Context: an optimization exercise on an open-source flow, tuned for small area, a short achievable clock period and few clock cycles. The choices shown serve that exercise and are no tape-out recipe.
The RTL was checked by simulation tests, not by an equivalence proof against the original design.

==> inputs of run a <==
// alu
module alu #(
    parameter INST_W = 4,
    parameter INT_W  = 6,
    parameter FRAC_W = 10,
    parameter DATA_W = INT_W + FRAC_W
)(
    input                      i_clk,
    input                      i_rst_n,
    input                      i_in_valid,
    output                     o_busy,
    input         [INST_W-1:0] i_inst,
    input  signed [DATA_W-1:0] i_data_a,
    input  signed [DATA_W-1:0] i_data_b,
    output                     o_out_valid,
    output        [DATA_W-1:0] o_data
);
reg        v0;
reg [3:0]  op0;
reg [15:0] a0, b0;
reg        busy_r;
always @(posedge i_clk) begin
    op0 <= i_inst;
    b0  <= i_data_b;
    if (!busy_r) a0 <= i_data_a;
end
reg        s1_res;       
reg        s1_mac;       
reg        s1_sin;       
reg        s1_neg;       
reg  [2:0] row_cnt;      
reg  [3:0] t_cnt;        
reg        out_valid_r;
wire s0_res  = v0 && (op0 != 4'b1001);
wire s0_row  = v0 && (op0 == 4'b1001);
wire s0_last = s0_row && (row_cnt == 3'd7);
wire rows7   = s0_row ? (row_cnt == 3'd6) : (row_cnt == 3'd7);
wire mac0    = s0_res && (op0 == 4'b0010);
always @(posedge i_clk or negedge i_rst_n) begin
    if (!i_rst_n) begin
        v0          <= 1'b0;
        s1_res      <= 1'b0;
        s1_mac      <= 1'b0;
        row_cnt     <= 3'd0;
        t_cnt       <= 4'd0;
        busy_r      <= 1'b0;
        out_valid_r <= 1'b0;
    end else begin
        v0          <= i_in_valid;
        s1_res      <= s0_res;
        s1_mac      <= mac0;
        if (s0_row) row_cnt <= row_cnt + 3'd1;
        if (s0_last) t_cnt <= 4'd8;
        else if (t_cnt != 4'd0) t_cnt <= t_cnt + 4'd1;
        busy_r      <= (i_in_valid && rows7) || (busy_r && (t_cnt != 4'd13));
        out_valid_r <= s1_res || t_cnt[3];
    end
end
always @(posedge i_clk) begin
    s1_sin <= (op0 == 4'b0011);
    s1_neg <= a0[11];
end
assign o_busy      = busy_r;
  ...
export LEC_CHECK = 0
export ABC_AREA = 1
export CAP_MARGIN = 20
export CORE_MARGIN = 2
export CORE_UTILIZATION = 40
export SLEW_MARGIN = 20
create_clock -name core_clock -period 27.0 [get_ports {i_clk}]
standard.sh (not shown) runs the stock make flow with config.mk's settings and CLKGATE_MAP_FILE= SYNTH_SCRIPT=/design/flow/synth_recipe.tcl, a recipe that flattens the netlist after the stock synthesis.
==> flow/flow/run.sh <==
#!/bin/bash
# The standard layout, with faster port buffers and timing repair aimed
# at a shorter period than the design's (the SDC itself is unchanged).
set -euo pipefail
bash standard.sh \
  BUFFER_PORTS_ARGS="-buffer_cell sky130_fd_sc_hd__buf_4" \
  SETUP_SLACK_MARGIN=20.5 \
  finish > standard.log 2>&1
==> run b (differences from run a) <==
--- a/flow/design.v
+++ b/flow/design.v
@@ -495,51 +495,28 @@
 localparam [2047:0] SIN_T10 = 2048'h3ffffffffffffffffffffffffffffffffffffffffffffffffffffffffffffffffffffffffffffffffffffffffffffffffffffffffffffffffff80000000000000000000000000000000000000000000000000000000000000000000000000000000000000000000000000000000000000000000000000000000000000000000000000000000000000000000000000000000000000000000000000000000000000000000000000000000000000000000000000000000000000000000000000000000000000000000000000000000000000000000000000000000000;
 assign sin_rom[10] = SIN_T10[sin_u];
 localparam [2047:0] SIN_T11 = 2048'hffffffffffffffffffffffffffffffffffffffffffffffffffffffffffffffffffffffffffc00000000000000000000000000000000000000000000000000000000000000000000000000000000000000000000000000000000000000000000000000000000000000000000000000000000000000000000000000000000000000000000000000000000000000000000000000000000000000000000000000000000000000000000000000000000000000000000000000000000000000000000000000000000000000000000000000000000000000000000000000000000000000000000000000000000000000000000000000000000000000000000000000000;
 assign sin_rom[11] = SIN_T11[sin_u];
 localparam [2047:0] SIN_T12 = 2048'hffffffffffffffffffffffffffffffffffffffffffffffffffffffffffffffffffffffffffc00000000000000000000000000000000000000000000000000000000000000000000000000000000000000000000000000000000000000000000000000000000000000000000000000000000000000000000000000000000000000000000000000000000000000000000000000000000000000000000000000000000000000000000000000000000000000000000000000000000000000000000000000000000000000000000000000000000000000000000000000000000000000000000000000000000000000000000000000000000000000000000000000000;
 assign sin_rom[12] = SIN_T12[sin_u];
 wire [12:0] sin_m = {sin_rom[12], sin_rom[11] | (sin_x == 12'h800), sin_rom[10:0]};
 wire [15:0] gray_r = a0 ^ {1'b0, a0[15:1]};
-wire pc_w1 = ~a0[0] ^ ~a0[1] ^ ~a0[2];
-wire pc_w2 = (~a0[0] & ~a0[1]) | (~a0[0] & ~a0[2]) | (~a0[1] & ~a0[2]);
-wire pc_w3 = ~a0[3] ^ ~a0[4] ^ ~a0[5];
-wire pc_w4 = (~a0[3] & ~a0[4]) | (~a0[3] & ~a0[5]) | (~a0[4] & ~a0[5]);
-wire pc_w5 = ~a0[6] ^ ~a0[7] ^ ~a0[8];
-wire pc_w6 = (~a0[6] & ~a0[7]) | (~a0[6] & ~a0[8]) | (~a0[7] & ~a0[8]);
-wire pc_w7 = ~a0[9] ^ ~a0[10] ^ ~a0[11];
-wire pc_w8 = (~a0[9] & ~a0[10]) | (~a0[9] & ~a0[11]) | (~a0[10] & ~a0[11]);
-wire pc_w9 = ~a0[12] ^ ~a0[13] ^ ~a0[14];
-wire pc_w10 = (~a0[12] & ~a0[13]) | (~a0[12] & ~a0[14]) | (~a0[13] & ~a0[14]);
-wire pc_w11 = pc_w1 ^ pc_w3 ^ pc_w5;
-wire pc_w12 = (pc_w1 & pc_w3) | (pc_w1 & pc_w5) | (pc_w3 & pc_w5);
-wire pc_w13 = pc_w7 ^ pc_w9 ^ ~a0[15];
-wire pc_w14 = (pc_w7 & pc_w9) | (pc_w7 & ~a0[15]) | (pc_w9 & ~a0[15]);
-wire pc_w15 = pc_w2 ^ pc_w4 ^ pc_w6;
-wire pc_w16 = (pc_w2 & pc_w4) | (pc_w2 & pc_w6) | (pc_w4 & pc_w6);
-wire pc_w17 = pc_w12 ^ pc_w14 ^ pc_w15;
-wire pc_w18 = (pc_w12 & pc_w14) | (pc_w12 & pc_w15) | (pc_w14 & pc_w15);
-wire pc_w19 = pc_w17 ^ pc_w8 ^ pc_w10;
-wire pc_w20 = (pc_w17 & pc_w8) | (pc_w17 & pc_w10) | (pc_w8 & pc_w10);
-wire pc_w21 = pc_w20 ^ pc_w18 ^ pc_w16;
-wire pc_w22 = (pc_w20 & pc_w18) | (pc_w20 & pc_w16) | (pc_w18 & pc_w16);
-wire [4:0] pc_x = {1'b0, pc_w22, pc_w21, pc_w19, pc_w11};
-wire [4:0] pc_y = {1'b0, 1'b0, 1'b0, 1'b0, pc_w13};
-wire [4:0]  zeros   = pc_x + pc_y;
-wire        is_lrcw = (op0 == 4'b0101);
-wire [15:0] rt_src  = is_lrcw ? b0 : a0;
-wire [3:0]  rt_amt  = is_lrcw ? zeros[3:0] : b0[3:0];
-wire [31:0] rt_w    = {rt_src, rt_src} >> rt_amt;
-reg  [15:0] lr_mask;
+reg  [4:0] zeros;
 integer j;
 always @(*) begin
-    for (j = 0; j < 16; j = j + 1) lr_mask[j] = is_lrcw && ({1'b0, zeros} < 6'd16 - j[5:0]);
+    zeros = 5'd0;
+    for (j = 0; j < 16; j = j + 1) zeros = zeros + {4'd0, ~a0[j]};
 end
-wire [15:0] fs_r    = rt_w[15:0] ^ lr_mask;
+wire        is_lrcw = (op0 == 4'b0101);
+wire [15:0] fs_hi   = is_lrcw ? b0 : a0;
+wire [15:0] fs_lo   = is_lrcw ? ~b0 : a0;
+wire [4:0]  fs_sh   = is_lrcw ? zeros : {1'b0, b0[3:0]};
+wire [31:0] fs_w    = {fs_hi, fs_lo} >> fs_sh;
+wire [15:0] fs_r    = fs_w[15:0];
 reg  [4:0] clz;
 integer k;
 always @(*) begin
     clz = 5'd16;
     for (k = 0; k < 16; k = k + 1) if (a0[k]) clz = 5'd15 - k[4:0];
 end
 wire [15:0] clz_r = {11'd0, clz};
 reg  [15:0] rm_r;
==> flow/run.sh (new file) <==
#!/bin/bash
# synth_recipe.tcl (not shown) runs the flow's synth.tcl, then flattens the netlist and writes it again
# the make line also repeats each setting of config.mk as NAME=value (left out here)
make -C /OpenROAD-flow-scripts/flow DESIGN_CONFIG=/design/flow/config.mk WORK_HOME=/design/flow/orfs CLKGATE_MAP_FILE= SYNTH_SCRIPT=/design/flow/synth_recipe.tcl finish
removed: flow/flow/run.sh
removed: flow/standard.sh
==> run c (differences from run a) <==
--- a/flow/design.v
+++ b/flow/design.v
@@ -9,81 +9,86 @@
     input                      i_in_valid,
     output                     o_busy,
     input         [INST_W-1:0] i_inst,
     input  signed [DATA_W-1:0] i_data_a,
     input  signed [DATA_W-1:0] i_data_b,
     output                     o_out_valid,
     output        [DATA_W-1:0] o_data
 );
-reg        v0;
 reg [3:0]  op0;
 reg [15:0] a0, b0;
-reg        busy_r;
 always @(posedge i_clk) begin
     op0 <= i_inst;
+    a0  <= i_data_a;
     b0  <= i_data_b;
-    if (!busy_r) a0 <= i_data_a;
 end
+reg        s0_res;       
+reg        s0_row;       
 reg        s1_res;       
 reg        s1_mac;       
-reg        s1_sin;       
-reg        s1_neg;       
 reg  [2:0] row_cnt;      
 reg  [3:0] t_cnt;        
+reg        row7;         
+reg        busy_r;
 reg        out_valid_r;
-wire s0_res  = v0 && (op0 != 4'b1001);
-wire s0_row  = v0 && (op0 == 4'b1001);
-wire s0_last = s0_row && (row_cnt == 3'd7);
-wire rows7   = s0_row ? (row_cnt == 3'd6) : (row_cnt == 3'd7);
-wire mac0    = s0_res && (op0 == 4'b0010);
+reg        s1_sin;       
+reg        s1_neg;       
+wire acc_row  = i_in_valid && (i_inst == 4'b1001);
+wire last_row = acc_row && row7;
 always @(posedge i_clk or negedge i_rst_n) begin
     if (!i_rst_n) begin
-        v0          <= 1'b0;
+        s0_res      <= 1'b0;
+        s0_row      <= 1'b0;
         s1_res      <= 1'b0;
         s1_mac      <= 1'b0;
         row_cnt     <= 3'd0;
+        row7        <= 1'b0;
+        s1_sin      <= 1'b0;
+        s1_neg      <= 1'b0;
         t_cnt       <= 4'd0;
         busy_r      <= 1'b0;
         out_valid_r <= 1'b0;
     end else begin
-        v0          <= i_in_valid;
+        s0_res      <= i_in_valid && (i_inst != 4'b1001);
+        s0_row      <= acc_row;
         s1_res      <= s0_res;
-        s1_mac      <= mac0;
-        if (s0_row) row_cnt <= row_cnt + 3'd1;
-        if (s0_last) t_cnt <= 4'd8;
+        s1_mac      <= s0_res && (op0 == 4'b0010);
+        if (acc_row) begin
+            row_cnt <= row_cnt + 3'd1;
+            row7    <= (row_cnt == 3'd6);
+        end
+        s1_sin      <= (op0 == 4'b0011);
+        s1_neg      <= a0[11];
+        if (last_row) t_cnt <= 4'd7;
         else if (t_cnt != 4'd0) t_cnt <= t_cnt + 4'd1;
-        busy_r      <= (i_in_valid && rows7) || (busy_r && (t_cnt != 4'd13));
+        busy_r      <= last_row || (busy_r && (t_cnt != 4'd13));
         out_valid_r <= s1_res || t_cnt[3];
     end
 end
-always @(posedge i_clk) begin
-    s1_sin <= (op0 == 4'b0011);
-    s1_neg <= a0[11];
-end
 assign o_busy      = busy_r;
 assign o_out_valid = out_valid_r;
-reg [13:0] m [0:7];
-reg [3:0]  r7lo;
+reg [15:0] m [0:7];
 integer i;
 always @(posedge i_clk) begin
-    if (s0_row && !s0_last) begin
+    if (s0_row) begin
         for (i = 0; i < 8; i = i + 1)
-            m[i] <= {m[i][11:0], a0[(14-i*2)+:2]};
+            m[i] <= {m[i][13:0], a0[(14-i*2)+:2]};
     end
-    if (s0_last) r7lo <= a0[3:0];
 end
-wire        is_sub = op0[0];
-wire [15:0] bx     = is_sub ? ~b0 : b0;
-wire [15:0] sum_r  = a0 + bx + {15'd0, is_sub};
-reg  [15:0] addsub_r;
+wire [15:0] add_r = a0 + b0;
+wire [15:0] sub_r = a0 - b0;
+reg  [15:0] add_s, sub_s;
 always @(*) begin
-    if (!a0[15] && !bx[15] && sum_r[15])      addsub_r = 16'h7FFF;
-    else if (a0[15] && bx[15] && !sum_r[15])  addsub_r = 16'h8000;
-    else                                      addsub_r = sum_r;
+    if (!a0[15] && !b0[15] && add_r[15])      add_s = 16'h7FFF;
+    else if (a0[15] && b0[15] && !add_r[15])  add_s = 16'h8000;
+    else                                      add_s = add_r;
+    if (!a0[15] && b0[15] && sub_r[15])       sub_s = 16'h7FFF;
+    else if (a0[15] && !b0[15] && !sub_r[15]) sub_s = 16'h8000;
+    else                                      sub_s = sub_r;
 end
 wire [15:0] ma = a0;
 wire [15:0] mb = b0;
 wire bm_w1 = mb[1];
 wire bm_w2 = mb[0] ^ 1'b0;
 wire bm_w3 = (mb[1] & ~mb[0] & ~1'b0) | (~mb[1] & mb[0] & 1'b0);
 wire bm_w4 = ((bm_w2 & ma[0])) ^ bm_w1;
 wire bm_w5 = ((bm_w2 & ma[1]) | (bm_w3 & ma[0])) ^ bm_w1;
@@ -495,104 +500,80 @@
 localparam [2047:0] SIN_T10 = 2048'h3ffffffffffffffffffffffffffffffffffffffffffffffffffffffffffffffffffffffffffffffffffffffffffffffffffffffffffffffffff80000000000000000000000000000000000000000000000000000000000000000000000000000000000000000000000000000000000000000000000000000000000000000000000000000000000000000000000000000000000000000000000000000000000000000000000000000000000000000000000000000000000000000000000000000000000000000000000000000000000000000000000000000000000;
 assign sin_rom[10] = SIN_T10[sin_u];
 localparam [2047:0] SIN_T11 = 2048'hffffffffffffffffffffffffffffffffffffffffffffffffffffffffffffffffffffffffffc00000000000000000000000000000000000000000000000000000000000000000000000000000000000000000000000000000000000000000000000000000000000000000000000000000000000000000000000000000000000000000000000000000000000000000000000000000000000000000000000000000000000000000000000000000000000000000000000000000000000000000000000000000000000000000000000000000000000000000000000000000000000000000000000000000000000000000000000000000000000000000000000000000;
 assign sin_rom[11] = SIN_T11[sin_u];
 localparam [2047:0] SIN_T12 = 2048'hffffffffffffffffffffffffffffffffffffffffffffffffffffffffffffffffffffffffffc00000000000000000000000000000000000000000000000000000000000000000000000000000000000000000000000000000000000000000000000000000000000000000000000000000000000000000000000000000000000000000000000000000000000000000000000000000000000000000000000000000000000000000000000000000000000000000000000000000000000000000000000000000000000000000000000000000000000000000000000000000000000000000000000000000000000000000000000000000000000000000000000000000;
 assign sin_rom[12] = SIN_T12[sin_u];
 wire [12:0] sin_m = {sin_rom[12], sin_rom[11] | (sin_x == 12'h800), sin_rom[10:0]};
 wire [15:0] gray_r = a0 ^ {1'b0, a0[15:1]};
-wire pc_w1 = ~a0[0] ^ ~a0[1] ^ ~a0[2];
-wire pc_w2 = (~a0[0] & ~a0[1]) | (~a0[0] & ~a0[2]) | (~a0[1] & ~a0[2]);
-wire pc_w3 = ~a0[3] ^ ~a0[4] ^ ~a0[5];
-wire pc_w4 = (~a0[3] & ~a0[4]) | (~a0[3] & ~a0[5]) | (~a0[4] & ~a0[5]);
-wire pc_w5 = ~a0[6] ^ ~a0[7] ^ ~a0[8];
-wire pc_w6 = (~a0[6] & ~a0[7]) | (~a0[6] & ~a0[8]) | (~a0[7] & ~a0[8]);
-wire pc_w7 = ~a0[9] ^ ~a0[10] ^ ~a0[11];
-wire pc_w8 = (~a0[9] & ~a0[10]) | (~a0[9] & ~a0[11]) | (~a0[10] & ~a0[11]);
-wire pc_w9 = ~a0[12] ^ ~a0[13] ^ ~a0[14];
-wire pc_w10 = (~a0[12] & ~a0[13]) | (~a0[12] & ~a0[14]) | (~a0[13] & ~a0[14]);
-wire pc_w11 = pc_w1 ^ pc_w3 ^ pc_w5;
-wire pc_w12 = (pc_w1 & pc_w3) | (pc_w1 & pc_w5) | (pc_w3 & pc_w5);
-wire pc_w13 = pc_w7 ^ pc_w9 ^ ~a0[15];
-wire pc_w14 = (pc_w7 & pc_w9) | (pc_w7 & ~a0[15]) | (pc_w9 & ~a0[15]);
-wire pc_w15 = pc_w2 ^ pc_w4 ^ pc_w6;
-wire pc_w16 = (pc_w2 & pc_w4) | (pc_w2 & pc_w6) | (pc_w4 & pc_w6);
-wire pc_w17 = pc_w12 ^ pc_w14 ^ pc_w15;
-wire pc_w18 = (pc_w12 & pc_w14) | (pc_w12 & pc_w15) | (pc_w14 & pc_w15);
-wire pc_w19 = pc_w17 ^ pc_w8 ^ pc_w10;
-wire pc_w20 = (pc_w17 & pc_w8) | (pc_w17 & pc_w10) | (pc_w8 & pc_w10);
-wire pc_w21 = pc_w20 ^ pc_w18 ^ pc_w16;
-wire pc_w22 = (pc_w20 & pc_w18) | (pc_w20 & pc_w16) | (pc_w18 & pc_w16);
-wire [4:0] pc_x = {1'b0, pc_w22, pc_w21, pc_w19, pc_w11};
-wire [4:0] pc_y = {1'b0, 1'b0, 1'b0, 1'b0, pc_w13};
-wire [4:0]  zeros   = pc_x + pc_y;
-wire        is_lrcw = (op0 == 4'b0101);
-wire [15:0] rt_src  = is_lrcw ? b0 : a0;
-wire [3:0]  rt_amt  = is_lrcw ? zeros[3:0] : b0[3:0];
-wire [31:0] rt_w    = {rt_src, rt_src} >> rt_amt;
-reg  [15:0] lr_mask;
+reg  [4:0] ones;
 integer j;
 always @(*) begin
-    for (j = 0; j < 16; j = j + 1) lr_mask[j] = is_lrcw && ({1'b0, zeros} < 6'd16 - j[5:0]);
+    ones = 5'd0;
+    for (j = 0; j < 16; j = j + 1) ones = ones + {4'd0, a0[j]};
 end
-wire [15:0] fs_r    = rt_w[15:0] ^ lr_mask;
+wire [31:0] lrcw_w = {b0, ~b0} << ones;
+wire [15:0] lrcw_r = lrcw_w[31:16];
+wire [31:0] rot_w = {a0, a0} >> b0[3:0];
+wire [15:0] rot_r = rot_w[15:0];
 reg  [4:0] clz;
 integer k;
 always @(*) begin
     clz = 5'd16;
     for (k = 0; k < 16; k = k + 1) if (a0[k]) clz = 5'd15 - k[4:0];
 end
 wire [15:0] clz_r = {11'd0, clz};
 reg  [15:0] rm_r;
 integer n;
 always @(*) begin
     for (n = 0; n < 13; n = n + 1) rm_r[n] = (a0[n+:4] == b0[(15-n)-:4]);
     rm_r[15:13] = 3'b000;
 end
 reg [15:0] res0;
 always @(*) begin
     case (op0)
-    4'b0000, 4'b0001: res0 = addsub_r;
-    4'b0011:          res0 = {3'b000, sin_m};
-    4'b0100:          res0 = gray_r;
-    4'b0101, 4'b0110: res0 = fs_r;
-    4'b0111:          res0 = clz_r;
-    default:          res0 = rm_r;
+    4'b0000: res0 = add_s;
+    4'b0001: res0 = sub_s;
+    4'b0011: res0 = {3'b000, sin_m};
+    4'b0100: res0 = gray_r;
+    4'b0101: res0 = lrcw_r;
+    4'b0110: res0 = rot_r;
+    4'b0111: res0 = clz_r;
+    default: res0 = rm_r;
     endcase
 end
 reg [31:0] r1;
-always @(posedge i_clk) r1 <= (op0 == 4'b0010) ? prod : {16'd0, res0};
+always @(posedge i_clk) begin
+    r1 <= (op0 == 4'b0010) ? prod : {16'd0, res0};
+end
 reg  [35:0] acc;
 wire [35:0] mac = {{4{r1[31]}}, r1} + acc;
 reg  [35:0] acc_n;
 always @(*) begin
     if (!r1[31] && !acc[35] && mac[35])      acc_n = {1'b0, {35{1'b1}}};
     else if (r1[31] && acc[35] && !mac[35])  acc_n = {1'b1, {35{1'b0}}};
     else                                     acc_n = mac;
 end
-always @(posedge i_clk or negedge i_rst_n) begin
-    if (!i_rst_n) acc <= 36'd0;
-    else if (s1_mac) acc <= acc_n;
-end
 reg [15:0] mac_r;
 always @(*) begin
     if (acc_n[35] == 1'b0) begin
         if (acc_n[34:0] >= {{10{1'b0}}, {16{1'b1}}, {9{1'b0}}}) mac_r = 16'h7FFF;
         else mac_r = acc_n[25:10] + {15'd0, acc_n[9]};
     end else begin
         if (acc_n[34:0] <= {{10{1'b1}}, {16{1'b0}}, {9{1'b1}}}) mac_r = 16'h8000;
         else mac_r = acc_n[25:10] + {15'd0, acc_n[9]};
     end
 end
+always @(posedge i_clk or negedge i_rst_n) begin
+    if (!i_rst_n) acc <= 36'd0;
+    else if (s1_mac) acc <= acc_n;
+end
 wire [12:0] sin_s = s1_neg ? (~r1[12:0] + 13'd1) : r1[12:0];
-wire [2:0]  tc    = t_cnt[2:0];
-wire [1:0]  t_lst = (tc == 3'd6) ? r7lo[3:2] : (tc == 3'd7) ? r7lo[1:0] : a0[(14-tc*2)+:2];
-wire [15:0] t_col = {m[tc], t_lst};
 reg [15:0] o_data_r;
 always @(posedge i_clk) begin
-    if (t_cnt[3])    o_data_r <= t_col;
+    if (t_cnt[3])    o_data_r <= m[t_cnt[2:0]];
     else if (s1_mac) o_data_r <= mac_r;
     else if (s1_sin) o_data_r <= {{3{sin_s[12]}}, sin_s};
     else             o_data_r <= r1[15:0];
 end
 assign o_data = o_data_r;
 endmodule
==> flow/run.sh (new file) <==
#!/bin/bash
# synth_recipe.tcl (not shown) runs the flow's synth.tcl, then flattens the netlist and writes it again
# the make line also repeats each setting of config.mk as NAME=value (left out here)
make -C /OpenROAD-flow-scripts/flow DESIGN_CONFIG=/design/flow/config.mk WORK_HOME=/design/flow/orfs CLKGATE_MAP_FILE= SYNTH_SCRIPT=/design/flow/synth_recipe.tcl finish
removed: flow/flow/run.sh
removed: flow/standard.sh
==> impl_metrics.json <==
{
  "reg2reg_slack_ns": 20.16,
  "drive_gt1_share_pct": 4.78,
  "grt_max_degree": 67,
  "reg2reg_depth": 23,
  "clock_buffers": 47,
  "drt-total-wl_mm": 129,
  "status": "timing/DRC/antenna clean",
  "fin_crit_ns": 7.25,
  "multi_input_area_um2": 20900,
  "seq-cell-share_pct": 20.6
}
Source of the figures above: run c

==> impl_metrics.json <==
{
  "reg2reg_depth": 24,
  "drive_gt1_share_pct": 7.21,
  "fin_crit_ns": 6.53,
  "die_h_um": 274,
  "clk_latency_ns": 0.60,
  "grt_max_degree": 64,
  "status": "timing/DRC/antenna clean",
  "multi_input_area_um2": 19900,
  "seq-cell-share_pct": 20.8,
  "clock_buffers": 35,
  "grtUsageMet1_pct": 44.1,
  "r2r_end": "r1[30]",
  "drt-total-wl_mm": 123
}
Source of the figures above: run a

==> impl_metrics.json <==
{
  "status": "timing/DRC/antenna clean",
  "drive_gt1_share_pct": 5.14,
  "grt_max_degree": 81,
  "fin_crit_ns": 6.97,
  "reg2reg_depth": 22,
  "seq-cell-share_pct": 20.4,
  "synth_edf_count": 132,
  "rr_startpoint": "a0[13]",
  "crit_path_max_fanout": 3,
  "syn_area_per_cell_um2": 6.66,
  "multi_input_area_um2": 20400,
  "cp.arrival_ns": 1.57,
  "reg2reg_slack_ns": 20.03,
  "syn_nets": 4756,
  "clock_buffers": 43,
  "drt-total-wl_mm": 128
}
Source of the figures above: run b

Testbench counts of run a, summed over its fixed seeds: cycles 3,586.
Testbench counts of run b, summed over its fixed seeds: cycles 3,586.
Testbench counts of run c, summed over its fixed seeds: cycles 3,586.

## separate check: timing with driven ports
In the flow no input, the clock included, has a driving cell. The finished layouts below were timed again as built, in two steps. Step 1 sets driving cells, clkbuf_16 on the clock port and buf_2 on the other inputs (assumed; they add their load-dependent delay and slew). Step 2, shift: input delay + t, output delay - t, t = (earliest + latest rising clock arrival at the registers) / 2. This alone moves slack from input paths to output paths. a / b / c = no drivers / after step 1 / after step 2; a / b = the first two.
| run | shift t [ns] | setup slack, ns | hold WS [ns] | worst slew at a driven data input, ns | pins driven straight from the clock port |
|---|---|---|---|---|---|
| run a | 0.645 | 20.470 / 20.407 / 20.742 | 0.432 / 0.432 / 0.432 | 0.06 | 1 |
| run b | 0.655 | 20.026 / 19.961 / 20.029 | 0.444 / 0.444 / 0.444 | 0.05 | 1 |
| run c | 0.617 | 19.746 / 19.786 / 19.169 | 0.385 / 0.385 / 0.385 | 0.06 | 1 |
After both steps every run listed still meets setup and hold. For run c, which loses most, drivers alone change the setup slack by +0.040 ns; drivers and shift together by -0.577 ns.
